What follows belongs to an exercise in optimizing a design on an open flow for small area, a short achievable clock period and few clock cycles per item; a production flow would make more cautious choices.
No functional check of the RTL was part of any run shown here.
Power and IR drop assume default switching activity.

==> flow/design.v (outline; a module is shown in full before it is edited, if it fits) <==
// module median_filter: 1062 lines
module median_filter #(
  parameter WIDTH = 8,
  parameter P_WIN = 5
) (
  input  logic [WIDTH*P_WIN*P_WIN-1:0]  filter_win_in,
  input  logic                          filter_in_vld,
  output logic                          filter_in_rdy,
  output logic [WIDTH-1:0]              filter_data_out,
  output logic                          filter_out_vld,
  input  logic                          filter_out_rdy,
  input  logic [5:0]                    r_mf_threshold,
  input  logic clk,
  input  logic rst_n
);
  // ...
==> flow/run.sh <==
#!/bin/bash
# synth_recipe.tcl (not shown) runs the flow's synth.tcl, then flattens the netlist and writes it again
# the make line also repeats each setting of config.mk as NAME=value (left out here)
make -C /OpenROAD-flow-scripts/flow DESIGN_CONFIG=/design/flow/config.mk WORK_HOME=/design/flow/orfs CLKGATE_MAP_FILE= SYNTH_SCRIPT=/design/flow/synth_recipe.tcl finish
==> flow/config.mk <==
export PLATFORM = sky130hd
export DESIGN_NAME = median_filter
export DESIGN_NICKNAME = median_filter
export VERILOG_FILES = /design/flow/design.v
export SDC_FILE = /design/flow/constraint.sdc
export NUM_CORES = 4
export LEC_CHECK = 0
export CAP_MARGIN = 20
export CORE_MARGIN = 2
export CORE_UTILIZATION = 40
export SLEW_MARGIN = 20
==> flow/constraint.sdc <==
create_clock -name core_clock -period 8.5 [get_ports {clk}]
set_input_delay 1.7000 -clock core_clock [delete_from_list [all_inputs] [get_ports {clk}]]
set_output_delay 1.7000 -clock core_clock [all_outputs]
set_load 0.01 [all_outputs]
==> results.ini, run 1 <==
[final_layout]
seq_cells=672
mostFrequentLayoutCell=dfxtp_1
multi_input_area_share_pct=35.8
regArea_um2=14000

[yosys]
synth_edf_count=48
ys_types=69
synth_xor_area_share_pct=3.98
ys_async_sr_fraction_pct=1.93
synthTopCellsByCount=611 x dfxtp_1, 300 x inv_1, 253 x fa_1, 161 x nand2_1, 94 x o21ai_0

[route]
drtIter0Drc=830
avgRoutedWirePerCell_um=17.9
drt-total-wl_um=62000

[clock_network]
clkTransAtPathRegs_ns=0.06

[run]
drv_cap=0

[grt]
grt_pass1_vias=17300
antenna_found_initial=0
grt_busiest_layer=met2

[power]
powerComb_w=0.00581
peakVddDrop_v=0.000427

[place]
io_buffers=219

[sta]
finalCritPeriodShare_pct=62.9
hold_ws_ns=0.315
slew_headroom_pct=28.2
fin_ws_ns=3.15
max_freq_ghz=0.187

[floorplanning]
initial_core_util_pct=40.3
taps=873

[worst_setup_path]
cp.depth=16

[run_status]
status=complete, no violations

==> run 2, diff against run 1 <==
--- a/flow/design.v
+++ b/flow/design.v
@@ -7,77 +7,47 @@
   output logic                          filter_in_rdy,
   output logic [WIDTH-1:0]              filter_data_out,
   output logic                          filter_out_vld,
   input  logic                          filter_out_rdy,
   input  logic [5:0]                    r_mf_threshold,
   input  logic clk,
   input  logic rst_n
 );
-localparam int LAT = 4;    
-localparam int CAP = 6;    
+localparam int LAT = 3;    
+localparam int CAP = 4;    
 localparam int CW  = $clog2(CAP+1);
 wire acc = filter_in_vld & filter_in_rdy;
-logic [5:0] rc0;
-logic v0;
-logic [7:0] e0_0;
-logic [7:0] e0_1;
-logic [7:0] e0_2;
-logic [7:0] e0_3;
-logic [7:0] e0_4;
-logic [7:0] e0_5;
-logic [7:0] e0_6;
-logic [7:0] e0_7;
-logic [7:0] e0_8;
-logic [7:0] e0_9;
-logic [7:0] e0_10;
-logic [7:0] e0_11;
-logic [7:0] e0_12;
-logic [7:0] e0_13;
-logic [7:0] e0_14;
-logic [7:0] e0_15;
-logic [7:0] e0_16;
-logic [7:0] e0_17;
-logic [7:0] e0_18;
-logic [7:0] e0_19;
-logic [7:0] e0_20;
-logic [7:0] e0_21;
-logic [7:0] e0_22;
-logic [7:0] e0_23;
-logic [7:0] e0_24;
-always_ff @(posedge clk) begin
-  e0_0 <= filter_win_in[7:0];
-  e0_1 <= filter_win_in[15:8];
-  e0_2 <= filter_win_in[23:16];
-  e0_3 <= filter_win_in[31:24];
-  e0_4 <= filter_win_in[39:32];
-  e0_5 <= filter_win_in[47:40];
-  e0_6 <= filter_win_in[55:48];
-  e0_7 <= filter_win_in[63:56];
-  e0_8 <= filter_win_in[71:64];
-  e0_9 <= filter_win_in[79:72];
-  e0_10 <= filter_win_in[87:80];
-  e0_11 <= filter_win_in[95:88];
-  e0_12 <= filter_win_in[103:96];
-  e0_13 <= filter_win_in[111:104];
-  e0_14 <= filter_win_in[119:112];
-  e0_15 <= filter_win_in[127:120];
-  e0_16 <= filter_win_in[135:128];
-  e0_17 <= filter_win_in[143:136];
-  e0_18 <= filter_win_in[151:144];
-  e0_19 <= filter_win_in[159:152];
-  e0_20 <= filter_win_in[167:160];
-  e0_21 <= filter_win_in[175:168];
-  e0_22 <= filter_win_in[183:176];
-  e0_23 <= filter_win_in[191:184];
-  e0_24 <= filter_win_in[199:192];
-  rc0 <= ~r_mf_threshold;
-end
-always_ff @(posedge clk or negedge rst_n)
-  if (~rst_n) v0 <= 1'b0; else v0 <= acc;
+wire [5:0] rc0 = ~r_mf_threshold;
+wire v0 = acc;
+wire [7:0] e0_0 = filter_win_in[7:0];
+wire [7:0] e0_1 = filter_win_in[15:8];
+wire [7:0] e0_2 = filter_win_in[23:16];
+wire [7:0] e0_3 = filter_win_in[31:24];
+wire [7:0] e0_4 = filter_win_in[39:32];
+wire [7:0] e0_5 = filter_win_in[47:40];
+wire [7:0] e0_6 = filter_win_in[55:48];
+wire [7:0] e0_7 = filter_win_in[63:56];
+wire [7:0] e0_8 = filter_win_in[71:64];
+wire [7:0] e0_9 = filter_win_in[79:72];
+wire [7:0] e0_10 = filter_win_in[87:80];
+wire [7:0] e0_11 = filter_win_in[95:88];
+wire [7:0] e0_12 = filter_win_in[103:96];
+wire [7:0] e0_13 = filter_win_in[111:104];
+wire [7:0] e0_14 = filter_win_in[119:112];
+wire [7:0] e0_15 = filter_win_in[127:120];
+wire [7:0] e0_16 = filter_win_in[135:128];
+wire [7:0] e0_17 = filter_win_in[143:136];
+wire [7:0] e0_18 = filter_win_in[151:144];
+wire [7:0] e0_19 = filter_win_in[159:152];
+wire [7:0] e0_20 = filter_win_in[167:160];
+wire [7:0] e0_21 = filter_win_in[175:168];
+wire [7:0] e0_22 = filter_win_in[183:176];
+wire [7:0] e0_23 = filter_win_in[191:184];
+wire [7:0] e0_24 = filter_win_in[199:192];
 wire s0a_f1s = (e0_0[7] & e0_0[6]) ^ (e0_10[7] & e0_10[6]) ^ (e0_11[7] & e0_11[6]);
 wire s0a_f1c = ((e0_0[7] & e0_0[6]) & (e0_10[7] & e0_10[6])) | ((e0_0[7] & e0_0[6]) & (e0_11[7] & e0_11[6])) | ((e0_10[7] & e0_10[6]) & (e0_11[7] & e0_11[6]));
 wire s0a_f2s = (e0_12[7] & e0_12[6]) ^ (e0_13[7] & e0_13[6]) ^ (e0_14[7] & e0_14[6]);
 wire s0a_f2c = ((e0_12[7] & e0_12[6]) & (e0_13[7] & e0_13[6])) | ((e0_12[7] & e0_12[6]) & (e0_14[7] & e0_14[6])) | ((e0_13[7] & e0_13[6]) & (e0_14[7] & e0_14[6]));
 wire s0a_f3s = (e0_15[7] & e0_15[6]) ^ (e0_16[7] & e0_16[6]) ^ (e0_17[7] & e0_17[6]);
 wire s0a_f3c = ((e0_15[7] & e0_15[6]) & (e0_16[7] & e0_16[6])) | ((e0_15[7] & e0_15[6]) & (e0_17[7] & e0_17[6])) | ((e0_16[7] & e0_16[6]) & (e0_17[7] & e0_17[6]));
 wire s0a_f4s = (e0_18[7] & e0_18[6]) ^ (e0_19[7] & e0_19[6]) ^ (e0_1[7] & e0_1[6]);
 wire s0a_f4c = ((e0_18[7] & e0_18[6]) & (e0_19[7] & e0_19[6])) | ((e0_18[7] & e0_18[6]) & (e0_1[7] & e0_1[6])) | ((e0_19[7] & e0_19[6]) & (e0_1[7] & e0_1[6]));
@@ -779,139 +749,89 @@
 wire q3n_21 = q2_21 & (e2_21[3:2] == d2);
 wire q3n_22 = q2_22 & (e2_22[3:2] == d2);
 wire q3n_23 = q2_23 & (e2_23[3:2] == d2);
 wire q3n_24 = q2_24 & (e2_24[3:2] == d2);
 logic [5:0] rc3;
 logic [7:2] r3;
 logic v3;
 logic [1:0] e3_0;
-logic q3_0;
 logic [1:0] e3_1;
-logic q3_1;
 logic [1:0] e3_2;
-logic q3_2;
 logic [1:0] e3_3;
-logic q3_3;
 logic [1:0] e3_4;
-logic q3_4;
 logic [1:0] e3_5;
-logic q3_5;
 logic [1:0] e3_6;
-logic q3_6;
 logic [1:0] e3_7;
-logic q3_7;
 logic [1:0] e3_8;
-logic q3_8;
 logic [1:0] e3_9;
-logic q3_9;
 logic [1:0] e3_10;
-logic q3_10;
 logic [1:0] e3_11;
-logic q3_11;
 logic [1:0] e3_12;
-logic q3_12;
 logic [1:0] e3_13;
-logic q3_13;
 logic [1:0] e3_14;
-logic q3_14;
 logic [1:0] e3_15;
-logic q3_15;
 logic [1:0] e3_16;
-logic q3_16;
 logic [1:0] e3_17;
-logic q3_17;
 logic [1:0] e3_18;
-logic q3_18;
 logic [1:0] e3_19;
-logic q3_19;
 logic [1:0] e3_20;
-logic q3_20;
 logic [1:0] e3_21;
-logic q3_21;
 logic [1:0] e3_22;
-logic q3_22;
 logic [1:0] e3_23;
-logic q3_23;
 logic [1:0] e3_24;
-logic q3_24;
 always_ff @(posedge clk) begin
-  e3_0 <= e2_0[1:0];
-  q3_0 <= q3n_0;
-  e3_1 <= e2_1[1:0];
-  q3_1 <= q3n_1;
-  e3_2 <= e2_2[1:0];
-  q3_2 <= q3n_2;
-  e3_3 <= e2_3[1:0];
-  q3_3 <= q3n_3;
-  e3_4 <= e2_4[1:0];
-  q3_4 <= q3n_4;
-  e3_5 <= e2_5[1:0];
-  q3_5 <= q3n_5;
-  e3_6 <= e2_6[1:0];
-  q3_6 <= q3n_6;
-  e3_7 <= e2_7[1:0];
-  q3_7 <= q3n_7;
-  e3_8 <= e2_8[1:0];
-  q3_8 <= q3n_8;
-  e3_9 <= e2_9[1:0];
-  q3_9 <= q3n_9;
-  e3_10 <= e2_10[1:0];
-  q3_10 <= q3n_10;
-  e3_11 <= e2_11[1:0];
-  q3_11 <= q3n_11;
-  e3_12 <= e2_12[1:0];
-  q3_12 <= q3n_12;
-  e3_13 <= e2_13[1:0];
-  q3_13 <= q3n_13;
-  e3_14 <= e2_14[1:0];
-  q3_14 <= q3n_14;
-  e3_15 <= e2_15[1:0];
-  q3_15 <= q3n_15;
-  e3_16 <= e2_16[1:0];
-  q3_16 <= q3n_16;
-  e3_17 <= e2_17[1:0];
-  q3_17 <= q3n_17;
-  e3_18 <= e2_18[1:0];
-  q3_18 <= q3n_18;
-  e3_19 <= e2_19[1:0];
-  q3_19 <= q3n_19;
-  e3_20 <= e2_20[1:0];
-  q3_20 <= q3n_20;
-  e3_21 <= e2_21[1:0];
-  q3_21 <= q3n_21;
-  e3_22 <= e2_22[1:0];
-  q3_22 <= q3n_22;
-  e3_23 <= e2_23[1:0];
-  q3_23 <= q3n_23;
-  e3_24 <= e2_24[1:0];
-  q3_24 <= q3n_24;
+  e3_0 <= e2_0[1:0] & {2{q3n_0}};
+  e3_1 <= e2_1[1:0] & {2{q3n_1}};
+  e3_2 <= e2_2[1:0] & {2{q3n_2}};
+  e3_3 <= e2_3[1:0] & {2{q3n_3}};
+  e3_4 <= e2_4[1:0] & {2{q3n_4}};
+  e3_5 <= e2_5[1:0] & {2{q3n_5}};
+  e3_6 <= e2_6[1:0] & {2{q3n_6}};
+  e3_7 <= e2_7[1:0] & {2{q3n_7}};
+  e3_8 <= e2_8[1:0] & {2{q3n_8}};
+  e3_9 <= e2_9[1:0] & {2{q3n_9}};
+  e3_10 <= e2_10[1:0] & {2{q3n_10}};
+  e3_11 <= e2_11[1:0] & {2{q3n_11}};
+  e3_12 <= e2_12[1:0] & {2{q3n_12}};
+  e3_13 <= e2_13[1:0] & {2{q3n_13}};
+  e3_14 <= e2_14[1:0] & {2{q3n_14}};
+  e3_15 <= e2_15[1:0] & {2{q3n_15}};
+  e3_16 <= e2_16[1:0] & {2{q3n_16}};
+  e3_17 <= e2_17[1:0] & {2{q3n_17}};
+  e3_18 <= e2_18[1:0] & {2{q3n_18}};
+  e3_19 <= e2_19[1:0] & {2{q3n_19}};
+  e3_20 <= e2_20[1:0] & {2{q3n_20}};
+  e3_21 <= e2_21[1:0] & {2{q3n_21}};
+  e3_22 <= e2_22[1:0] & {2{q3n_22}};
+  e3_23 <= e2_23[1:0] & {2{q3n_23}};
+  e3_24 <= e2_24[1:0] & {2{q3n_24}};
   rc3 <= rc3n;
   r3 <= r3n;
 end
 always_ff @(posedge clk or negedge rst_n)
   if (~rst_n) v3 <= 1'b0; else v3 <= v2;
-wire s3a_f1s = (q3_0 & e3_0[1] & e3_0[0]) ^ (q3_1 & e3_1[1] & e3_1[0]) ^ (q3_10 & e3_10[1] & e3_10[0]);
-wire s3a_f1c = ((q3_0 & e3_0[1] & e3_0[0]) & (q3_1 & e3_1[1] & e3_1[0])) | ((q3_0 & e3_0[1] & e3_0[0]) & (q3_10 & e3_10[1] & e3_10[0])) | ((q3_1 & e3_1[1] & e3_1[0]) & (q3_10 & e3_10[1] & e3_10[0]));
-wire s3a_f2s = (q3_11 & e3_11[1] & e3_11[0]) ^ (q3_12 & e3_12[1] & e3_12[0]) ^ (q3_13 & e3_13[1] & e3_13[0]);
-wire s3a_f2c = ((q3_11 & e3_11[1] & e3_11[0]) & (q3_12 & e3_12[1] & e3_12[0])) | ((q3_11 & e3_11[1] & e3_11[0]) & (q3_13 & e3_13[1] & e3_13[0])) | ((q3_12 & e3_12[1] & e3_12[0]) & (q3_13 & e3_13[1] & e3_13[0]));
-wire s3a_f3s = (q3_14 & e3_14[1] & e3_14[0]) ^ (q3_15 & e3_15[1] & e3_15[0]) ^ (q3_16 & e3_16[1] & e3_16[0]);
-wire s3a_f3c = ((q3_14 & e3_14[1] & e3_14[0]) & (q3_15 & e3_15[1] & e3_15[0])) | ((q3_14 & e3_14[1] & e3_14[0]) & (q3_16 & e3_16[1] & e3_16[0])) | ((q3_15 & e3_15[1] & e3_15[0]) & (q3_16 & e3_16[1] & e3_16[0]));
-wire s3a_f4s = (q3_17 & e3_17[1] & e3_17[0]) ^ (q3_18 & e3_18[1] & e3_18[0]) ^ (q3_19 & e3_19[1] & e3_19[0]);
-wire s3a_f4c = ((q3_17 & e3_17[1] & e3_17[0]) & (q3_18 & e3_18[1] & e3_18[0])) | ((q3_17 & e3_17[1] & e3_17[0]) & (q3_19 & e3_19[1] & e3_19[0])) | ((q3_18 & e3_18[1] & e3_18[0]) & (q3_19 & e3_19[1] & e3_19[0]));
-wire s3a_f5s = (q3_2 & e3_2[1] & e3_2[0]) ^ (q3_20 & e3_20[1] & e3_20[0]) ^ (q3_21 & e3_21[1] & e3_21[0]);
-wire s3a_f5c = ((q3_2 & e3_2[1] & e3_2[0]) & (q3_20 & e3_20[1] & e3_20[0])) | ((q3_2 & e3_2[1] & e3_2[0]) & (q3_21 & e3_21[1] & e3_21[0])) | ((q3_20 & e3_20[1] & e3_20[0]) & (q3_21 & e3_21[1] & e3_21[0]));
-wire s3a_f6s = (q3_22 & e3_22[1] & e3_22[0]) ^ (q3_23 & e3_23[1] & e3_23[0]) ^ (q3_24 & e3_24[1] & e3_24[0]);
-wire s3a_f6c = ((q3_22 & e3_22[1] & e3_22[0]) & (q3_23 & e3_23[1] & e3_23[0])) | ((q3_22 & e3_22[1] & e3_22[0]) & (q3_24 & e3_24[1] & e3_24[0])) | ((q3_23 & e3_23[1] & e3_23[0]) & (q3_24 & e3_24[1] & e3_24[0]));
-wire s3a_f7s = (q3_3 & e3_3[1] & e3_3[0]) ^ (q3_4 & e3_4[1] & e3_4[0]) ^ (q3_5 & e3_5[1] & e3_5[0]);
-wire s3a_f7c = ((q3_3 & e3_3[1] & e3_3[0]) & (q3_4 & e3_4[1] & e3_4[0])) | ((q3_3 & e3_3[1] & e3_3[0]) & (q3_5 & e3_5[1] & e3_5[0])) | ((q3_4 & e3_4[1] & e3_4[0]) & (q3_5 & e3_5[1] & e3_5[0]));
-wire s3a_f8s = (q3_6 & e3_6[1] & e3_6[0]) ^ (q3_7 & e3_7[1] & e3_7[0]) ^ (q3_8 & e3_8[1] & e3_8[0]);
-wire s3a_f8c = ((q3_6 & e3_6[1] & e3_6[0]) & (q3_7 & e3_7[1] & e3_7[0])) | ((q3_6 & e3_6[1] & e3_6[0]) & (q3_8 & e3_8[1] & e3_8[0])) | ((q3_7 & e3_7[1] & e3_7[0]) & (q3_8 & e3_8[1] & e3_8[0]));
-wire s3a_f9s = (q3_9 & e3_9[1] & e3_9[0]) ^ rc3[0] ^ s3a_f1s;
-wire s3a_f9c = ((q3_9 & e3_9[1] & e3_9[0]) & rc3[0]) | ((q3_9 & e3_9[1] & e3_9[0]) & s3a_f1s) | (rc3[0] & s3a_f1s);
+wire s3a_f1s = (e3_0[1] & e3_0[0]) ^ (e3_10[1] & e3_10[0]) ^ (e3_11[1] & e3_11[0]);
+wire s3a_f1c = ((e3_0[1] & e3_0[0]) & (e3_10[1] & e3_10[0])) | ((e3_0[1] & e3_0[0]) & (e3_11[1] & e3_11[0])) | ((e3_10[1] & e3_10[0]) & (e3_11[1] & e3_11[0]));
+wire s3a_f2s = (e3_12[1] & e3_12[0]) ^ (e3_13[1] & e3_13[0]) ^ (e3_14[1] & e3_14[0]);
+wire s3a_f2c = ((e3_12[1] & e3_12[0]) & (e3_13[1] & e3_13[0])) | ((e3_12[1] & e3_12[0]) & (e3_14[1] & e3_14[0])) | ((e3_13[1] & e3_13[0]) & (e3_14[1] & e3_14[0]));
+wire s3a_f3s = (e3_15[1] & e3_15[0]) ^ (e3_16[1] & e3_16[0]) ^ (e3_17[1] & e3_17[0]);
+wire s3a_f3c = ((e3_15[1] & e3_15[0]) & (e3_16[1] & e3_16[0])) | ((e3_15[1] & e3_15[0]) & (e3_17[1] & e3_17[0])) | ((e3_16[1] & e3_16[0]) & (e3_17[1] & e3_17[0]));
+wire s3a_f4s = (e3_18[1] & e3_18[0]) ^ (e3_19[1] & e3_19[0]) ^ (e3_1[1] & e3_1[0]);
+wire s3a_f4c = ((e3_18[1] & e3_18[0]) & (e3_19[1] & e3_19[0])) | ((e3_18[1] & e3_18[0]) & (e3_1[1] & e3_1[0])) | ((e3_19[1] & e3_19[0]) & (e3_1[1] & e3_1[0]));
+wire s3a_f5s = (e3_20[1] & e3_20[0]) ^ (e3_21[1] & e3_21[0]) ^ (e3_22[1] & e3_22[0]);
+wire s3a_f5c = ((e3_20[1] & e3_20[0]) & (e3_21[1] & e3_21[0])) | ((e3_20[1] & e3_20[0]) & (e3_22[1] & e3_22[0])) | ((e3_21[1] & e3_21[0]) & (e3_22[1] & e3_22[0]));
+wire s3a_f6s = (e3_23[1] & e3_23[0]) ^ (e3_24[1] & e3_24[0]) ^ (e3_2[1] & e3_2[0]);
+wire s3a_f6c = ((e3_23[1] & e3_23[0]) & (e3_24[1] & e3_24[0])) | ((e3_23[1] & e3_23[0]) & (e3_2[1] & e3_2[0])) | ((e3_24[1] & e3_24[0]) & (e3_2[1] & e3_2[0]));
+wire s3a_f7s = (e3_3[1] & e3_3[0]) ^ (e3_4[1] & e3_4[0]) ^ (e3_5[1] & e3_5[0]);
+wire s3a_f7c = ((e3_3[1] & e3_3[0]) & (e3_4[1] & e3_4[0])) | ((e3_3[1] & e3_3[0]) & (e3_5[1] & e3_5[0])) | ((e3_4[1] & e3_4[0]) & (e3_5[1] & e3_5[0]));
+wire s3a_f8s = (e3_6[1] & e3_6[0]) ^ (e3_7[1] & e3_7[0]) ^ (e3_8[1] & e3_8[0]);
+wire s3a_f8c = ((e3_6[1] & e3_6[0]) & (e3_7[1] & e3_7[0])) | ((e3_6[1] & e3_6[0]) & (e3_8[1] & e3_8[0])) | ((e3_7[1] & e3_7[0]) & (e3_8[1] & e3_8[0]));
+wire s3a_f9s = (e3_9[1] & e3_9[0]) ^ rc3[0] ^ s3a_f1s;
+wire s3a_f9c = ((e3_9[1] & e3_9[0]) & rc3[0]) | ((e3_9[1] & e3_9[0]) & s3a_f1s) | (rc3[0] & s3a_f1s);
 wire s3a_f10s = s3a_f2s ^ s3a_f3s ^ s3a_f4s;
 wire s3a_f10c = (s3a_f2s & s3a_f3s) | (s3a_f2s & s3a_f4s) | (s3a_f3s & s3a_f4s);
 wire s3a_f11s = s3a_f5s ^ s3a_f6s ^ s3a_f7s;
 wire s3a_f11c = (s3a_f5s & s3a_f6s) | (s3a_f5s & s3a_f7s) | (s3a_f6s & s3a_f7s);
 wire s3a_f12s = s3a_f8s ^ s3a_f10s ^ s3a_f11s;
 wire s3a_f12c = (s3a_f8s & s3a_f10s) | (s3a_f8s & s3a_f11s) | (s3a_f10s & s3a_f11s);
 wire s3a_f13s = rc3[1] ^ s3a_f1c ^ s3a_f2c;
 wire s3a_f13c = (rc3[1] & s3a_f1c) | (rc3[1] & s3a_f2c) | (s3a_f1c & s3a_f2c);
@@ -929,34 +849,34 @@
 wire s3a_f19c = (rc3[2] & s3a_f13c) | (rc3[2] & s3a_f14c) | (s3a_f13c & s3a_f14c);
 wire s3a_f20s = s3a_f15c ^ s3a_f16c ^ s3a_f17c;
 wire s3a_f20c = (s3a_f15c & s3a_f16c) | (s3a_f15c & s3a_f17c) | (s3a_f16c & s3a_f17c);
 wire s3a_f21s = s3a_f19s ^ s3a_f18c ^ s3a_f20s;
 wire s3a_f21c = (s3a_f19s & s3a_f18c) | (s3a_f19s & s3a_f20s) | (s3a_f18c & s3a_f20s);
 wire s3a_f22s = rc3[3] ^ s3a_f19c ^ s3a_f20c;
 wire s3a_f22c = (rc3[3] & s3a_f19c) | (rc3[3] & s3a_f20c) | (s3a_f19c & s3a_f20c);
 wire [6:0] s3a = {1'b0, rc3[5], rc3[4], s3a_f21c, s3a_f21s, s3a_f18s, s3a_f9s} + {1'b0, 1'b0, s3a_f22c, s3a_f22s, 1'b0, 1'b0, s3a_f12s};
-wire s3b_f1s = (q3_0 & e3_0[1]) ^ (q3_1 & e3_1[1]) ^ (q3_10 & e3_10[1]);
-wire s3b_f1c = ((q3_0 & e3_0[1]) & (q3_1 & e3_1[1])) | ((q3_0 & e3_0[1]) & (q3_10 & e3_10[1])) | ((q3_1 & e3_1[1]) & (q3_10 & e3_10[1]));
-wire s3b_f2s = (q3_11 & e3_11[1]) ^ (q3_12 & e3_12[1]) ^ (q3_13 & e3_13[1]);
-wire s3b_f2c = ((q3_11 & e3_11[1]) & (q3_12 & e3_12[1])) | ((q3_11 & e3_11[1]) & (q3_13 & e3_13[1])) | ((q3_12 & e3_12[1]) & (q3_13 & e3_13[1]));
-wire s3b_f3s = (q3_14 & e3_14[1]) ^ (q3_15 & e3_15[1]) ^ (q3_16 & e3_16[1]);
-wire s3b_f3c = ((q3_14 & e3_14[1]) & (q3_15 & e3_15[1])) | ((q3_14 & e3_14[1]) & (q3_16 & e3_16[1])) | ((q3_15 & e3_15[1]) & (q3_16 & e3_16[1]));
-wire s3b_f4s = (q3_17 & e3_17[1]) ^ (q3_18 & e3_18[1]) ^ (q3_19 & e3_19[1]);
-wire s3b_f4c = ((q3_17 & e3_17[1]) & (q3_18 & e3_18[1])) | ((q3_17 & e3_17[1]) & (q3_19 & e3_19[1])) | ((q3_18 & e3_18[1]) & (q3_19 & e3_19[1]));
-wire s3b_f5s = (q3_2 & e3_2[1]) ^ (q3_20 & e3_20[1]) ^ (q3_21 & e3_21[1]);
-wire s3b_f5c = ((q3_2 & e3_2[1]) & (q3_20 & e3_20[1])) | ((q3_2 & e3_2[1]) & (q3_21 & e3_21[1])) | ((q3_20 & e3_20[1]) & (q3_21 & e3_21[1]));
-wire s3b_f6s = (q3_22 & e3_22[1]) ^ (q3_23 & e3_23[1]) ^ (q3_24 & e3_24[1]);
-wire s3b_f6c = ((q3_22 & e3_22[1]) & (q3_23 & e3_23[1])) | ((q3_22 & e3_22[1]) & (q3_24 & e3_24[1])) | ((q3_23 & e3_23[1]) & (q3_24 & e3_24[1]));
-wire s3b_f7s = (q3_3 & e3_3[1]) ^ (q3_4 & e3_4[1]) ^ (q3_5 & e3_5[1]);
-wire s3b_f7c = ((q3_3 & e3_3[1]) & (q3_4 & e3_4[1])) | ((q3_3 & e3_3[1]) & (q3_5 & e3_5[1])) | ((q3_4 & e3_4[1]) & (q3_5 & e3_5[1]));
-wire s3b_f8s = (q3_6 & e3_6[1]) ^ (q3_7 & e3_7[1]) ^ (q3_8 & e3_8[1]);
-wire s3b_f8c = ((q3_6 & e3_6[1]) & (q3_7 & e3_7[1])) | ((q3_6 & e3_6[1]) & (q3_8 & e3_8[1])) | ((q3_7 & e3_7[1]) & (q3_8 & e3_8[1]));
-wire s3b_f9s = (q3_9 & e3_9[1]) ^ rc3[0] ^ s3b_f1s;
-wire s3b_f9c = ((q3_9 & e3_9[1]) & rc3[0]) | ((q3_9 & e3_9[1]) & s3b_f1s) | (rc3[0] & s3b_f1s);
+wire s3b_f1s = e3_0[1] ^ e3_10[1] ^ e3_11[1];
+wire s3b_f1c = (e3_0[1] & e3_10[1]) | (e3_0[1] & e3_11[1]) | (e3_10[1] & e3_11[1]);
+wire s3b_f2s = e3_12[1] ^ e3_13[1] ^ e3_14[1];
+wire s3b_f2c = (e3_12[1] & e3_13[1]) | (e3_12[1] & e3_14[1]) | (e3_13[1] & e3_14[1]);
+wire s3b_f3s = e3_15[1] ^ e3_16[1] ^ e3_17[1];
+wire s3b_f3c = (e3_15[1] & e3_16[1]) | (e3_15[1] & e3_17[1]) | (e3_16[1] & e3_17[1]);
+wire s3b_f4s = e3_18[1] ^ e3_19[1] ^ e3_1[1];
+wire s3b_f4c = (e3_18[1] & e3_19[1]) | (e3_18[1] & e3_1[1]) | (e3_19[1] & e3_1[1]);
+wire s3b_f5s = e3_20[1] ^ e3_21[1] ^ e3_22[1];
+wire s3b_f5c = (e3_20[1] & e3_21[1]) | (e3_20[1] & e3_22[1]) | (e3_21[1] & e3_22[1]);
+wire s3b_f6s = e3_23[1] ^ e3_24[1] ^ e3_2[1];
+wire s3b_f6c = (e3_23[1] & e3_24[1]) | (e3_23[1] & e3_2[1]) | (e3_24[1] & e3_2[1]);
+wire s3b_f7s = e3_3[1] ^ e3_4[1] ^ e3_5[1];
+wire s3b_f7c = (e3_3[1] & e3_4[1]) | (e3_3[1] & e3_5[1]) | (e3_4[1] & e3_5[1]);
+wire s3b_f8s = e3_6[1] ^ e3_7[1] ^ e3_8[1];
+wire s3b_f8c = (e3_6[1] & e3_7[1]) | (e3_6[1] & e3_8[1]) | (e3_7[1] & e3_8[1]);
+wire s3b_f9s = e3_9[1] ^ rc3[0] ^ s3b_f1s;
+wire s3b_f9c = (e3_9[1] & rc3[0]) | (e3_9[1] & s3b_f1s) | (rc3[0] & s3b_f1s);
 wire s3b_f10s = s3b_f2s ^ s3b_f3s ^ s3b_f4s;
 wire s3b_f10c = (s3b_f2s & s3b_f3s) | (s3b_f2s & s3b_f4s) | (s3b_f3s & s3b_f4s);
 wire s3b_f11s = s3b_f5s ^ s3b_f6s ^ s3b_f7s;
 wire s3b_f11c = (s3b_f5s & s3b_f6s) | (s3b_f5s & s3b_f7s) | (s3b_f6s & s3b_f7s);
 wire s3b_f12s = s3b_f8s ^ s3b_f10s ^ s3b_f11s;
 wire s3b_f12c = (s3b_f8s & s3b_f10s) | (s3b_f8s & s3b_f11s) | (s3b_f10s & s3b_f11s);
 wire s3b_f13s = rc3[1] ^ s3b_f1c ^ s3b_f2c;
 wire s3b_f13c = (rc3[1] & s3b_f1c) | (rc3[1] & s3b_f2c) | (s3b_f1c & s3b_f2c);
@@ -974,34 +894,34 @@
 wire s3b_f19c = (rc3[2] & s3b_f13c) | (rc3[2] & s3b_f14c) | (s3b_f13c & s3b_f14c);
 wire s3b_f20s = s3b_f15c ^ s3b_f16c ^ s3b_f17c;
 wire s3b_f20c = (s3b_f15c & s3b_f16c) | (s3b_f15c & s3b_f17c) | (s3b_f16c & s3b_f17c);
 wire s3b_f21s = s3b_f19s ^ s3b_f18c ^ s3b_f20s;
 wire s3b_f21c = (s3b_f19s & s3b_f18c) | (s3b_f19s & s3b_f20s) | (s3b_f18c & s3b_f20s);
 wire s3b_f22s = rc3[3] ^ s3b_f19c ^ s3b_f20c;
 wire s3b_f22c = (rc3[3] & s3b_f19c) | (rc3[3] & s3b_f20c) | (s3b_f19c & s3b_f20c);
 wire [6:0] s3b = {1'b0, rc3[5], rc3[4], s3b_f21c, s3b_f21s, s3b_f18s, s3b_f9s} + {1'b0, 1'b0, s3b_f22c, s3b_f22s, 1'b0, 1'b0, s3b_f12s};
-wire s3c_f1s = (q3_0 & (e3_0[1] | e3_0[0])) ^ (q3_1 & (e3_1[1] | e3_1[0])) ^ (q3_10 & (e3_10[1] | e3_10[0]));
-wire s3c_f1c = ((q3_0 & (e3_0[1] | e3_0[0])) & (q3_1 & (e3_1[1] | e3_1[0]))) | ((q3_0 & (e3_0[1] | e3_0[0])) & (q3_10 & (e3_10[1] | e3_10[0]))) | ((q3_1 & (e3_1[1] | e3_1[0])) & (q3_10 & (e3_10[1] | e3_10[0])));
-wire s3c_f2s = (q3_11 & (e3_11[1] | e3_11[0])) ^ (q3_12 & (e3_12[1] | e3_12[0])) ^ (q3_13 & (e3_13[1] | e3_13[0]));
-wire s3c_f2c = ((q3_11 & (e3_11[1] | e3_11[0])) & (q3_12 & (e3_12[1] | e3_12[0]))) | ((q3_11 & (e3_11[1] | e3_11[0])) & (q3_13 & (e3_13[1] | e3_13[0]))) | ((q3_12 & (e3_12[1] | e3_12[0])) & (q3_13 & (e3_13[1] | e3_13[0])));
-wire s3c_f3s = (q3_14 & (e3_14[1] | e3_14[0])) ^ (q3_15 & (e3_15[1] | e3_15[0])) ^ (q3_16 & (e3_16[1] | e3_16[0]));
-wire s3c_f3c = ((q3_14 & (e3_14[1] | e3_14[0])) & (q3_15 & (e3_15[1] | e3_15[0]))) | ((q3_14 & (e3_14[1] | e3_14[0])) & (q3_16 & (e3_16[1] | e3_16[0]))) | ((q3_15 & (e3_15[1] | e3_15[0])) & (q3_16 & (e3_16[1] | e3_16[0])));
-wire s3c_f4s = (q3_17 & (e3_17[1] | e3_17[0])) ^ (q3_18 & (e3_18[1] | e3_18[0])) ^ (q3_19 & (e3_19[1] | e3_19[0]));
-wire s3c_f4c = ((q3_17 & (e3_17[1] | e3_17[0])) & (q3_18 & (e3_18[1] | e3_18[0]))) | ((q3_17 & (e3_17[1] | e3_17[0])) & (q3_19 & (e3_19[1] | e3_19[0]))) | ((q3_18 & (e3_18[1] | e3_18[0])) & (q3_19 & (e3_19[1] | e3_19[0])));
-wire s3c_f5s = (q3_2 & (e3_2[1] | e3_2[0])) ^ (q3_20 & (e3_20[1] | e3_20[0])) ^ (q3_21 & (e3_21[1] | e3_21[0]));
-wire s3c_f5c = ((q3_2 & (e3_2[1] | e3_2[0])) & (q3_20 & (e3_20[1] | e3_20[0]))) | ((q3_2 & (e3_2[1] | e3_2[0])) & (q3_21 & (e3_21[1] | e3_21[0]))) | ((q3_20 & (e3_20[1] | e3_20[0])) & (q3_21 & (e3_21[1] | e3_21[0])));
-wire s3c_f6s = (q3_22 & (e3_22[1] | e3_22[0])) ^ (q3_23 & (e3_23[1] | e3_23[0])) ^ (q3_24 & (e3_24[1] | e3_24[0]));
-wire s3c_f6c = ((q3_22 & (e3_22[1] | e3_22[0])) & (q3_23 & (e3_23[1] | e3_23[0]))) | ((q3_22 & (e3_22[1] | e3_22[0])) & (q3_24 & (e3_24[1] | e3_24[0]))) | ((q3_23 & (e3_23[1] | e3_23[0])) & (q3_24 & (e3_24[1] | e3_24[0])));
-wire s3c_f7s = (q3_3 & (e3_3[1] | e3_3[0])) ^ (q3_4 & (e3_4[1] | e3_4[0])) ^ (q3_5 & (e3_5[1] | e3_5[0]));
-wire s3c_f7c = ((q3_3 & (e3_3[1] | e3_3[0])) & (q3_4 & (e3_4[1] | e3_4[0]))) | ((q3_3 & (e3_3[1] | e3_3[0])) & (q3_5 & (e3_5[1] | e3_5[0]))) | ((q3_4 & (e3_4[1] | e3_4[0])) & (q3_5 & (e3_5[1] | e3_5[0])));
-wire s3c_f8s = (q3_6 & (e3_6[1] | e3_6[0])) ^ (q3_7 & (e3_7[1] | e3_7[0])) ^ (q3_8 & (e3_8[1] | e3_8[0]));
-wire s3c_f8c = ((q3_6 & (e3_6[1] | e3_6[0])) & (q3_7 & (e3_7[1] | e3_7[0]))) | ((q3_6 & (e3_6[1] | e3_6[0])) & (q3_8 & (e3_8[1] | e3_8[0]))) | ((q3_7 & (e3_7[1] | e3_7[0])) & (q3_8 & (e3_8[1] | e3_8[0])));
-wire s3c_f9s = (q3_9 & (e3_9[1] | e3_9[0])) ^ rc3[0] ^ s3c_f1s;
-wire s3c_f9c = ((q3_9 & (e3_9[1] | e3_9[0])) & rc3[0]) | ((q3_9 & (e3_9[1] | e3_9[0])) & s3c_f1s) | (rc3[0] & s3c_f1s);
+wire s3c_f1s = ((e3_0[1] | e3_0[0])) ^ ((e3_10[1] | e3_10[0])) ^ ((e3_11[1] | e3_11[0]));
+wire s3c_f1c = (((e3_0[1] | e3_0[0])) & ((e3_10[1] | e3_10[0]))) | (((e3_0[1] | e3_0[0])) & ((e3_11[1] | e3_11[0]))) | (((e3_10[1] | e3_10[0])) & ((e3_11[1] | e3_11[0])));
+wire s3c_f2s = ((e3_12[1] | e3_12[0])) ^ ((e3_13[1] | e3_13[0])) ^ ((e3_14[1] | e3_14[0]));
+wire s3c_f2c = (((e3_12[1] | e3_12[0])) & ((e3_13[1] | e3_13[0]))) | (((e3_12[1] | e3_12[0])) & ((e3_14[1] | e3_14[0]))) | (((e3_13[1] | e3_13[0])) & ((e3_14[1] | e3_14[0])));
+wire s3c_f3s = ((e3_15[1] | e3_15[0])) ^ ((e3_16[1] | e3_16[0])) ^ ((e3_17[1] | e3_17[0]));
+wire s3c_f3c = (((e3_15[1] | e3_15[0])) & ((e3_16[1] | e3_16[0]))) | (((e3_15[1] | e3_15[0])) & ((e3_17[1] | e3_17[0]))) | (((e3_16[1] | e3_16[0])) & ((e3_17[1] | e3_17[0])));
+wire s3c_f4s = ((e3_18[1] | e3_18[0])) ^ ((e3_19[1] | e3_19[0])) ^ ((e3_1[1] | e3_1[0]));
+wire s3c_f4c = (((e3_18[1] | e3_18[0])) & ((e3_19[1] | e3_19[0]))) | (((e3_18[1] | e3_18[0])) & ((e3_1[1] | e3_1[0]))) | (((e3_19[1] | e3_19[0])) & ((e3_1[1] | e3_1[0])));
+wire s3c_f5s = ((e3_20[1] | e3_20[0])) ^ ((e3_21[1] | e3_21[0])) ^ ((e3_22[1] | e3_22[0]));
+wire s3c_f5c = (((e3_20[1] | e3_20[0])) & ((e3_21[1] | e3_21[0]))) | (((e3_20[1] | e3_20[0])) & ((e3_22[1] | e3_22[0]))) | (((e3_21[1] | e3_21[0])) & ((e3_22[1] | e3_22[0])));
+wire s3c_f6s = ((e3_23[1] | e3_23[0])) ^ ((e3_24[1] | e3_24[0])) ^ ((e3_2[1] | e3_2[0]));
+wire s3c_f6c = (((e3_23[1] | e3_23[0])) & ((e3_24[1] | e3_24[0]))) | (((e3_23[1] | e3_23[0])) & ((e3_2[1] | e3_2[0]))) | (((e3_24[1] | e3_24[0])) & ((e3_2[1] | e3_2[0])));
+wire s3c_f7s = ((e3_3[1] | e3_3[0])) ^ ((e3_4[1] | e3_4[0])) ^ ((e3_5[1] | e3_5[0]));
+wire s3c_f7c = (((e3_3[1] | e3_3[0])) & ((e3_4[1] | e3_4[0]))) | (((e3_3[1] | e3_3[0])) & ((e3_5[1] | e3_5[0]))) | (((e3_4[1] | e3_4[0])) & ((e3_5[1] | e3_5[0])));
+wire s3c_f8s = ((e3_6[1] | e3_6[0])) ^ ((e3_7[1] | e3_7[0])) ^ ((e3_8[1] | e3_8[0]));
+wire s3c_f8c = (((e3_6[1] | e3_6[0])) & ((e3_7[1] | e3_7[0]))) | (((e3_6[1] | e3_6[0])) & ((e3_8[1] | e3_8[0]))) | (((e3_7[1] | e3_7[0])) & ((e3_8[1] | e3_8[0])));
+wire s3c_f9s = ((e3_9[1] | e3_9[0])) ^ rc3[0] ^ s3c_f1s;
+wire s3c_f9c = (((e3_9[1] | e3_9[0])) & rc3[0]) | (((e3_9[1] | e3_9[0])) & s3c_f1s) | (rc3[0] & s3c_f1s);
 wire s3c_f10s = s3c_f2s ^ s3c_f3s ^ s3c_f4s;
 wire s3c_f10c = (s3c_f2s & s3c_f3s) | (s3c_f2s & s3c_f4s) | (s3c_f3s & s3c_f4s);
 wire s3c_f11s = s3c_f5s ^ s3c_f6s ^ s3c_f7s;
 wire s3c_f11c = (s3c_f5s & s3c_f6s) | (s3c_f5s & s3c_f7s) | (s3c_f6s & s3c_f7s);
 wire s3c_f12s = s3c_f8s ^ s3c_f10s ^ s3c_f11s;
 wire s3c_f12c = (s3c_f8s & s3c_f10s) | (s3c_f8s & s3c_f11s) | (s3c_f10s & s3c_f11s);
 wire s3c_f13s = rc3[1] ^ s3c_f1c ^ s3c_f2c;
 wire s3c_f13c = (rc3[1] & s3c_f1c) | (rc3[1] & s3c_f2c) | (s3c_f1c & s3c_f2c);
@@ -1053,10 +973,10 @@
     if (take && k+1 < CAP) q[k] <= q[(k+1) % CAP];
     if (ld[k]) q[k] <= res;
   end
 always_ff @(posedge clk or negedge rst_n)
   if (~rst_n) cnt <= '0;
   else cnt <= cnt + CW'(acc) - CW'(take);
 assign filter_out_vld  = qv[0];
 assign filter_data_out = q[0];
-assign filter_in_rdy = (cnt < CW'(CAP));
+assign filter_in_rdy = (cnt < CW'(CAP)) | take;
 endmodule
==> flow/config.mk (replaced) <==
export PLATFORM = sky130hd
export DESIGN_NAME = median_filter
export DESIGN_NICKNAME = median_filter
export VERILOG_FILES = /design/flow/design.v
export SDC_FILE = /design/flow/constraint.sdc
export NUM_CORES = 4
export LEC_CHECK = 0
export CAP_MARGIN = 20
export CORE_MARGIN = 2
export CORE_UTILIZATION = 60
export SETUP_SLACK_MARGIN = 3.0
export SLEW_MARGIN = 20
==> run 2 against run 1 <==
Non-clock buffer count rose by 38. Sequential share of layout area decreased by 10 points. Core utilization rose by 25 points. Combinational power rose by 13%. Clock-buffer cell count down 44. Synthesized area decreased by 18%. Synthesized cell count decreased by 9.0%. Design area decreased by 18%. Worst hold slack got worse by 0.0083 ns. Largest cell class is now multi-input gates.
==> results.ini, run 2 <==
[sta]
finalCriticalPeriod_ns=5.45  ; was 5.35 ns
hold_viol_final=0  ; unchanged
finalCritPeriodShare_pct=64.1  ; was 62.9%
fin_tns_setup_ns=0  ; unchanged
slew_headroom_pct=35.0  ; was 28.2%
setup_viol=0  ; unchanged
rsz0062_at_grt=no  ; unchanged
slew_violations=0  ; unchanged
worst_pin_slew_ns=0.975  ; was 1.07 ns
fin_skew_ns=0.0216  ; was 0.0262 ns
fin_ws_ns=3.05  ; was 3.15 ns
hold_ws_ns=0.307  ; was 0.315 ns
max_freq_ghz=0.184  ; was 0.187 GHz

[worst_setup_path]
cpMaxStageDelayCell=fa_1  ; was a21oi_4
rr_worst_depth=14  ; was 16
worstReg2RegStart=q1_2  ; was e2_11[3]
slowest_delay_ns=0.50  ; was 0.69 ns
crit_chain=dlygate4sd2_1 -> and2_1 -> fa_1 -> inv_1 -> fa_1 -> inv_1 -> fa_2 -> fa_1 -> inv_1 -> fa_1 -> nand4b_1 -> and2_4 -> a21oi_4 -> clkbuf_16 -> a32oi_1 -> o32ai_2  ; was o21ai_0 -> fa_1 -> inv_1 -> fa_1 -> inv_1 -> fa_1 -> fa_1 -> fa_1 -> inv_1 -> ha_1 -> and4b_4 -> a211o_4 -> a21oi_4 -> buf_16 -> o21ai_0 -> and4b_1
reg2reg_slack_ns=3.10  ; was 3.15 ns
critical_path.top_delay_family=adder cells  ; unchanged
worst_setup_path_end_kind=flop  ; unchanged
critPathLaunchType=input pin  ; was flop
cp_max_fo=12  ; was 28
required_ns=8.97  ; was 9.01 ns
r2r_end=q2_8  ; was q3_17
crit_type=in2reg  ; was reg2reg
arrival_ns=5.92  ; was 5.86 ns
crit_top_cell=fa_1  ; unchanged
crit_buf_inv=5  ; was 4

[yosys]
synthTopCellsByCount=380 x dfxtp_1, 315 x inv_1, 259 x fa_1, 102 x nand2_1, 101 x xnor2_1  ; was 611 x dfxtp_1, 300 x inv_1, 253 x fa_1, 161 x nand2_1, 94 x o21ai_0
syn_inst=2077  ; was 2,283
syn_area_um2=22200  ; was 27,000 um2
synth_ff_type=dfxtp_1  ; unchanged
synth.largest_area_cell=dfxtp_1  ; unchanged
synth_nets=2590  ; was 2,791
avgSynthCellArea_um2=10.7  ; was 11.8 um2
ys_types=71  ; was 69
ys_ff_latch=422  ; was 672
yosys_warnings=2  ; unchanged
ys_async_sr_fraction_pct=2.37  ; was 1.93%
synthDominantCellAreaShare_pct=34.3  ; was 45.2%
synth-seq-area-share_pct=39.8  ; was 51.8%
synth_area_leaders=dfxtp_1 34%, fa_1 23%, inv_1 5.3%  ; was dfxtp_1 45%, fa_1 19%, edfxtp_1 5.3%
synth_edf_count=32  ; was 48
yosysMostFrequentCell=dfxtp_1  ; unchanged

[power]
p_leak_nw=11.3  ; was 13.8 nW
peakVddDrop_v=0.000378  ; was 0.000427 V
power.density_nw_per_um2=419  ; was 399 nW/um2
finalPower_w=0.0113  ; was 0.0130 W

[grt]
grt_max_degree=63  ; was 66
grt_use_total_pct=30.9  ; was 18.1%
grt_first_pass_wirelength_um=89900  ; was 96,500 um
grt_pass1_vias=16500  ; was 17.3k
grt-ovfl-total=0  ; unchanged
antenna_found_initial=5  ; was 0

[clock_network]
clkTransAtPathRegs_ns=0.07  ; was 0.06 ns
cts_made_buffers=43  ; was 70
hold_buffers=0  ; unchanged
cts_tree=done  ; unchanged
clockBufferDepth=3  ; unchanged
htree_levels=2  ; was 3
cts.sinks=422  ; was 672
clkLatencyLatePin_ns=0.58  ; was 0.62 ns
cts_root_buffer=clkbuf_16  ; unchanged

[floorplanning]
initial_core_util_pct=60.7  ; was 40.3%
dieHeight_um=196  ; was 264 um
rows=70  ; was 95
core_um2=36500  ; was 67,000 um2
die-area_um2=38500  ; was 69,700 um2
die_w_um=196  ; was 264 um
ioPinCount=220  ; unchanged

[min_path]
hold_depth=0  ; unchanged
hold_path_class=reg2reg  ; unchanged
hold_path.startpoint=e1_18[2]  ; was e2_17[1]
holdPathEnd=e2_18[2]  ; was e3_17[1]

[place]
place_congestion=0.916  ; was 0.892
hpwl_um=44100  ; was 49,200 um
dp_slack_ns=1.58  ; was 3.15 ns
io_buffers=219  ; unchanged

[final_layout]
drive_above_1_share_pct=11.6  ; was 7.05%
mostFrequentLayoutCell=dfxtp_1  ; unchanged
final_core_util_pct=73.5  ; was 48.5%
finalNetCount=2842  ; was 3,037
largest_reg_flops=32  ; was 48
final_cell_mix=378 x dfxtp_1, 301 x inv_1, 240 x fa_1  ; was 609 x dfxtp_1, 300 x inv_1, 253 x fa_1
regMostFlops=q  ; unchanged
syn_to_final_growth_pct=21.1  ; was 20.3%

[route]
ant_nets=0  ; unchanged
highest_layer=met4  ; unchanged
drtIter0Drc=1112  ; was 830
drt-met1-wl_um=23900  ; was 27,700 um
vias_per_cell=5.63  ; was 4.71
wl_met2_um=27600  ; was 29,900 um
avgRoutedWirePerCell_um=20.7  ; was 17.9 um
vias=15900  ; was 16.3k
drt-total-wl_um=58600  ; was 62,000 um
drc=0  ; unchanged
dr.pass1.iters=5  ; unchanged
met3_length_um=3960  ; was 2410 um

[run]
drv_cap=0  ; unchanged

[run_status]
status=complete, no violations  ; unchanged

## run 2: cell types whose count changed in the layout (fill, tap and decap cells not counted), moves of 20 or more
cell | before | now
nand2_1 | 161 | 100
xor2_1 | 33 | 9
and4b_1 | 25 | 0
buf_4 | 7 | 30
clkbuf_16 | 72 | 47
a21o_1 | 55 | 32
o32ai_1 | 0 | 20
o21ai_0 | 94 | 46
nor2_1 | 38 | 82
dfxtp_1 | 609 | 378
clkbuf_2 | 0 | 36
clkdlybuf4s50_1 | 219 | 171
a21oi_1 | 73 | 94
## run 2: stage by stage
stage / cell area (um2) / instances
after floorplan: 22300 / 2077
after global placement: 24800 / 2712
after detailed placement: 24800 / 2712
after CTS: 26700 / 2818
after global routing: 26800 / 2830
final: 26800 / 2831
## run 2: final cells by class
| type | instances | area [um2] |
|---|---|---|
| Antenna cell | 1 | 2.50 |
| Clock buffer | 56 | 1250 |
| Clock inverter | 22 | 275 |
| Fill cell | 2599 | 9690 |
| Inverter | 315 | 1180 |
| Multi-Input combinational cell | 1282 | 12200 |
| Sequential cell | 422 | 8820 |
| Tap cell | 468 | 586 |
| Timing Repair Buffer | 265 | 2510 |
## run 2: metal layers
layer	vias to the layer above	track usage, %
met2	633	50.3
met5	-	0
met4	0	16.3
met3	139	4.62
li1	7370	-
met1	7792	40.3
## run 2: power by group
group,switching (W),internal (W),total (W)
clock,0.000813,0.00117,0.00198
combinational,0.00377,0.00280,0.00658
sequential,0.000315,0.00238,0.00269
## run 2: what timing repair did
action | 4_1_cts | 5_1_grt
buffers inserted | 23 | 10
gates resized for setup | 103 | 103
setup endpoints to repair | 58 | 77
gates cloned | 5 | 2
pin swaps | 19 | 12
## run 2: worst max-delay path by stage
stage | start | depth (start not counted) | to
2_1_floorplan | filter_win_in[166] | 13 | q1_0
3_3_place_gp | filter_win_in[126] | 17 | q1_19
3_5_place_dp | filter_win_in[126] | 17 | q1_19
4_1_cts | filter_win_in[151] | 18 | rc1[3]
5_1_grt | filter_win_in[86] | 16 | q1_11
6_report | filter_win_in[6] | 16 | q1_11
## run 2: logic make-up after synthesis
| logic type | synth area share, % |
|---|---|
| adders and majority gates | 26.1 |
| xor gates and xnor gates | 4.35 |
| muxes | 1.01 |
| buffers and inverters | 6.73 |
| AOI/OAI and AO/OA | 10.4 |
| DFF | 39.8 |
| and+or+nand+nor | 11.6 |
==> run 3, diff against run 2 <==
==> flow/flow/run.sh (new file) <==
#!/bin/bash
# The standard layout (the standard.sh: standard synthesis, ORFS place, CTS and route),
# with one change: the port buffers that global placement inserts on every input and output
# are sky130_fd_sc_hd__buf_1 instead of the cell buffer_ports picks by default. The resizer
# may still upsize them later. make's full output goes to flow.log here.
set -euo pipefail
export BUFFER_PORTS_ARGS="-buffer_cell sky130_fd_sc_hd__buf_1"
bash standard.sh BUFFER_PORTS_ARGS="$BUFFER_PORTS_ARGS" finish > flow.log 2>&1
==> flow/standard.sh (new file) <==
#!/bin/bash
# synth_recipe.tcl (not shown) runs the flow's synth.tcl, then flattens the netlist and writes it again
# the make line also repeats each setting of config.mk as NAME=value (left out here)
make -C /OpenROAD-flow-scripts/flow DESIGN_CONFIG=/design/flow/config.mk WORK_HOME=/design/flow/orfs CLKGATE_MAP_FILE= SYNTH_SCRIPT=/design/flow/synth_recipe.tcl "${@:-finish}"
removed: flow/run.sh
==> run 3 against run 2 <==
Via count shrank 1.8%. Die area unchanged. Clock power is 3% lower. Critical path type unchanged. Global-route usage down 0.48 points. Power is 4.8% lower. Synthesized cell count is the same. Maximum frequency increased by 0.89%. Non-clock buffer count down 23. Critical path depth decreased by 4. Design area fell by 5.7%. Clock-buffer cell count up 1.
==> results.ini, run 3 <==
[yosys]
synth-seq-area-share_pct=39.8  ; unchanged
synth_nets=2590  ; unchanged
ys_ff_latch=422  ; unchanged
syn_inst=2077  ; unchanged
ys_async_sr_fraction_pct=2.37  ; unchanged
synth_area_leaders=dfxtp_1 34%, fa_1 23%, inv_1 5.3%  ; unchanged
ys_types=71  ; unchanged
synthDominantCellAreaShare_pct=34.3  ; unchanged
avgSynthCellArea_um2=10.7  ; unchanged
yosys_warnings=2  ; unchanged
syn_area_um2=22200  ; unchanged
synth.largest_area_cell=dfxtp_1  ; unchanged
synthTopCellsByCount=380 x dfxtp_1, 315 x inv_1, 259 x fa_1, 102 x nand2_1, 101 x xnor2_1  ; unchanged
yosysMostFrequentCell=dfxtp_1  ; unchanged
synth_edf_count=32  ; unchanged
synth_ff_type=dfxtp_1  ; unchanged

[final_layout]
finalNetCount=2819  ; was 2,842
mostFrequentLayoutCell=dfxtp_1  ; unchanged
final_cell_mix=379 x dfxtp_1, 309 x inv_1, 243 x fa_1  ; was 378 x dfxtp_1, 301 x inv_1, 240 x fa_1
drive_above_1_share_pct=9.70  ; was 11.6%
regMostFlops=q  ; unchanged
fin_area_um2=25300  ; was 26,800 um2
largest_reg_flops=32  ; unchanged
syn_to_final_growth_pct=14.1  ; was 21.1%

[worst_setup_path]
critPathLaunchType=input pin  ; unchanged
rr_worst_depth=13  ; was 14
cpMaxStageDelayCell=a31oi_4  ; was fa_1
setup.worst_path.start=filter_win_in[166]  ; was filter_win_in[6]
crit_end=q1_16  ; was q1_11
crit_top_cell=fa_1  ; unchanged
cp.depth=12  ; was 16
r2r_end=q2_6  ; was q2_8
required_ns=8.91  ; was 8.97 ns
arrival_ns=5.80  ; was 5.92 ns
reg2reg_slack_ns=3.14  ; was 3.10 ns
worstReg2RegStart=q1_15  ; was q1_2
crit_type=in2reg  ; unchanged
critical_path.top_delay_family=adder cells  ; unchanged
slowest_delay_ns=0.57  ; was 0.50 ns
crit_buf_inv=2  ; was 5
crit_chain=buf_1 -> and2_1 -> fa_1 -> fa_1 -> fa_1 -> fa_1 -> inv_1 -> fa_1 -> nand4b_1 -> and2_4 -> a31oi_4 -> o32ai_1  ; was dlygate4sd2_1 -> and2_1 -> fa_1 -> inv_1 -> fa_1 -> inv_1 -> fa_2 -> fa_1 -> inv_1 -> fa_1 -> nand4b_1 -> and2_4 -> a21oi_4 -> clkbuf_16 -> a32oi_1 -> o32ai_2
cp_max_fo=14  ; was 12
worst_setup_path_end_kind=flop  ; unchanged

[route]
drc=0  ; unchanged
drt-total-wl_um=56800  ; was 58,600 um
ant_nets=0  ; unchanged
avgRoutedWirePerCell_um=20.2  ; was 20.7 um
vias_per_cell=5.57  ; was 5.63
dr.pass1.iters=5  ; unchanged
drtIter0Drc=1105  ; was 1,112
vias=15700  ; was 15.9k

[power]
power.density_nw_per_um2=424  ; was 419 nW/um2
peakVddDrop_v=0.000369  ; was 0.000378 V
p_leak_nw=10.6  ; was 11.3 nW

[sta]
finalCriticalPeriod_ns=5.40  ; was 5.45 ns
rsz0062_at_grt=yes  ; was no
slew_violations=0  ; unchanged
fin_skew_ns=0.0208  ; was 0.0216 ns
setup_viol=0  ; unchanged
slew_headroom_pct=28.9  ; was 35.0%
max_freq_ghz=0.185  ; was 0.184 GHz
fin_tns_setup_ns=0  ; unchanged
hold_viol_final=0  ; unchanged
finalCritPeriodShare_pct=63.5  ; was 64.1%
worst_pin_slew_ns=1.07  ; was 0.975 ns

[clock_network]
clkLatencyLatePin_ns=0.59  ; was 0.58 ns
htree_levels=2  ; unchanged
clockBufferDepth=3  ; unchanged
clkTransAtPathRegs_ns=0.06  ; was 0.07 ns
cts.sinks=422  ; unchanged
cts_tree=done  ; unchanged
cts_made_buffers=44  ; was 43
cts_root_buffer=clkbuf_16  ; unchanged

[floorplanning]
die_w_um=196  ; unchanged
initial_core_util_pct=60.7  ; unchanged
dieHeight_um=196  ; unchanged
die-area_um2=38500  ; unchanged
ioPinCount=220  ; unchanged
core_um2=36500  ; unchanged
rows=70  ; unchanged

[run_status]
status=complete, no violations  ; unchanged

[place]
io_buffers=219  ; unchanged
place_congestion=0.965  ; was 0.916
hpwl_um=44500  ; was 44,100 um
placed_area_um2=23400  ; was 24,800 um2

[run]
drv_cap=0  ; unchanged

[grt]
grt_first_pass_wirelength_um=87400  ; was 89,900 um
grt_max_degree=63  ; unchanged
grt_use_total_pct=30.4  ; was 30.9%
antenna_found_initial=9  ; was 5
grt-ovfl-total=0  ; unchanged
grt_pass1_vias=16000  ; was 16.5k

[min_path]
hold_path_class=reg2reg  ; unchanged

==> run 3: cell counts after synthesis <==
Identical to the previous run, type by type.
==> run 3: cell type report <==
cell class	instances	area [um2]
tap	468	586
inverter	315	1180
multi-input combinational	1281	12100
clock inverter	23	272
clock buffer	57	1210
fill	2800	11200
antenna	1	2.50
timing repair buffer	242	1130
sequential	422	8820
==> run 3: timing repair <==
item	CTS	global route
endpoints found under the setup margin	56	81
cloned	4	0
hold buffers	0	0
pin swaps	3	8
resized for setup	18	68
buffers inserted	3	9
==> run 3: power breakdown <==
part | switching [W] | leakage, nW | internal [W] | total [W]
sequential | 0.000324 | 3.60 | 0.00238 | 0.00270
combinational | 0.00359 | 6.31 | 0.00250 | 0.00609
clock | 0.000815 | 0.730 | 0.00112 | 0.00193
==> run 3: worst min-delay path by stage <==
stage | start | endpoint | cells after the start | slack, ns
2_1_floorplan | e1_0[0] | e2_0[0] | 0 | 0.31
3_3_place_gp | e1_13[2] | e2_13[2] | 0 | 0.31
3_5_place_dp | e1_10[3] | e2_10[3] | 0 | 0.31
4_1_cts | e1_2[2] | e2_2[2] | 0 | 0.31
5_1_grt | e1_4[0] | e2_4[0] | 0 | 0.32
6_report | e1_2[2] | e2_2[2] | 0 | 0.31
==> run 3: kinds of logic (layout without fill, tap and decap cells) <==
| kind of cell | after synthesis | after routing | synth area share (%) |
|---|---|---|---|
| AOI/OAI and AO/OA | 337 | 340 | 10.4 |
| xor gates and xnor gates | 110 | 110 | 4.35 |
| DFF | 422 | 422 | 39.8 |
| other | 0 | 1 | 0 |
| buffers and inverters | 377 | 637 | 6.73 |
| and+or+nand+nor | 503 | 503 | 11.6 |
| adders and majority gates | 308 | 308 | 26.1 |
| muxes | 20 | 20 | 1.01 |
==> run 3: metal layers <==
layer,up-vias,routed length (um),track usage [%]
met4,2,3300,16.4
met5,-,14,0
li1,7335,-,-
met3,140,3770,4.83
met1,7623,23200,38.6
met2,552,26600,50.3
==> run 3: stage by stage <==
step	power [W]	util, %	cells	setup slack (ns)	hold WS, ns
finish	0.0107	69.2	2809	3.10	0.314
detailed placement	0.00845	64.1	2712	1.72	0.312
CTS	0.0106	68.6	2799	2.96	0.310
global route	0.0116	69.2	2808	2.94	0.316
global placement	0.00834	64.1	2712	1.88	0.310
floorplan	0.00700	-	2077	3.00	0.310
==> run 3: worst register-to-register path, cell delays in order (launching register included) <==
cell and delay, ns:
dfxtp_1 0.51, o21ai_0 0.20, fa_1 0.47, fa_1 0.56
inv_1 0.06, fa_1 0.43, fa_1 0.44, fa_1 0.44
ha_1 0.40, a21o_1 0.25, a31oi_4 0.42, a31o_2 0.50
nand2_1 0.11, a31oi_1 0.40

## separate check: timing with driven ports
Ports are ideal in the flow. The routed layouts listed here were re-timed in OpenROAD. Step 1 sets driving cells, clkbuf_16 on the clock port and buf_2 on the other inputs (assumed; they add their load-dependent delay and slew). Step 2, shift: input delay + t, output delay - t, t = (earliest + latest rising clock arrival at the registers) / 2. This alone moves slack from input paths to output paths. Three values: ideal, step 1, step 2; two values: the first two.
| run | shift t [ns] | slack for setup (ns) | slew at the worst register clock pin (ns) | cell pins on the clock port's net |
|---|---|---|---|---|
| run 1 | 0.659 | 3.150 / 3.150 / 3.150 | 0.07 / 0.07 | 1 |
| run 2 | 0.627 | 3.053 / 3.091 / 2.463 | 0.07 / 0.07 | 1 |
| run 3 | 0.634 | 3.101 / 3.135 / 2.501 | 0.07 / 0.07 | 1 |
After both steps every run listed still meets setup and hold. For run 3, which loses most, drivers alone change the setup slack by +0.034 ns; drivers and shift together by -0.600 ns.
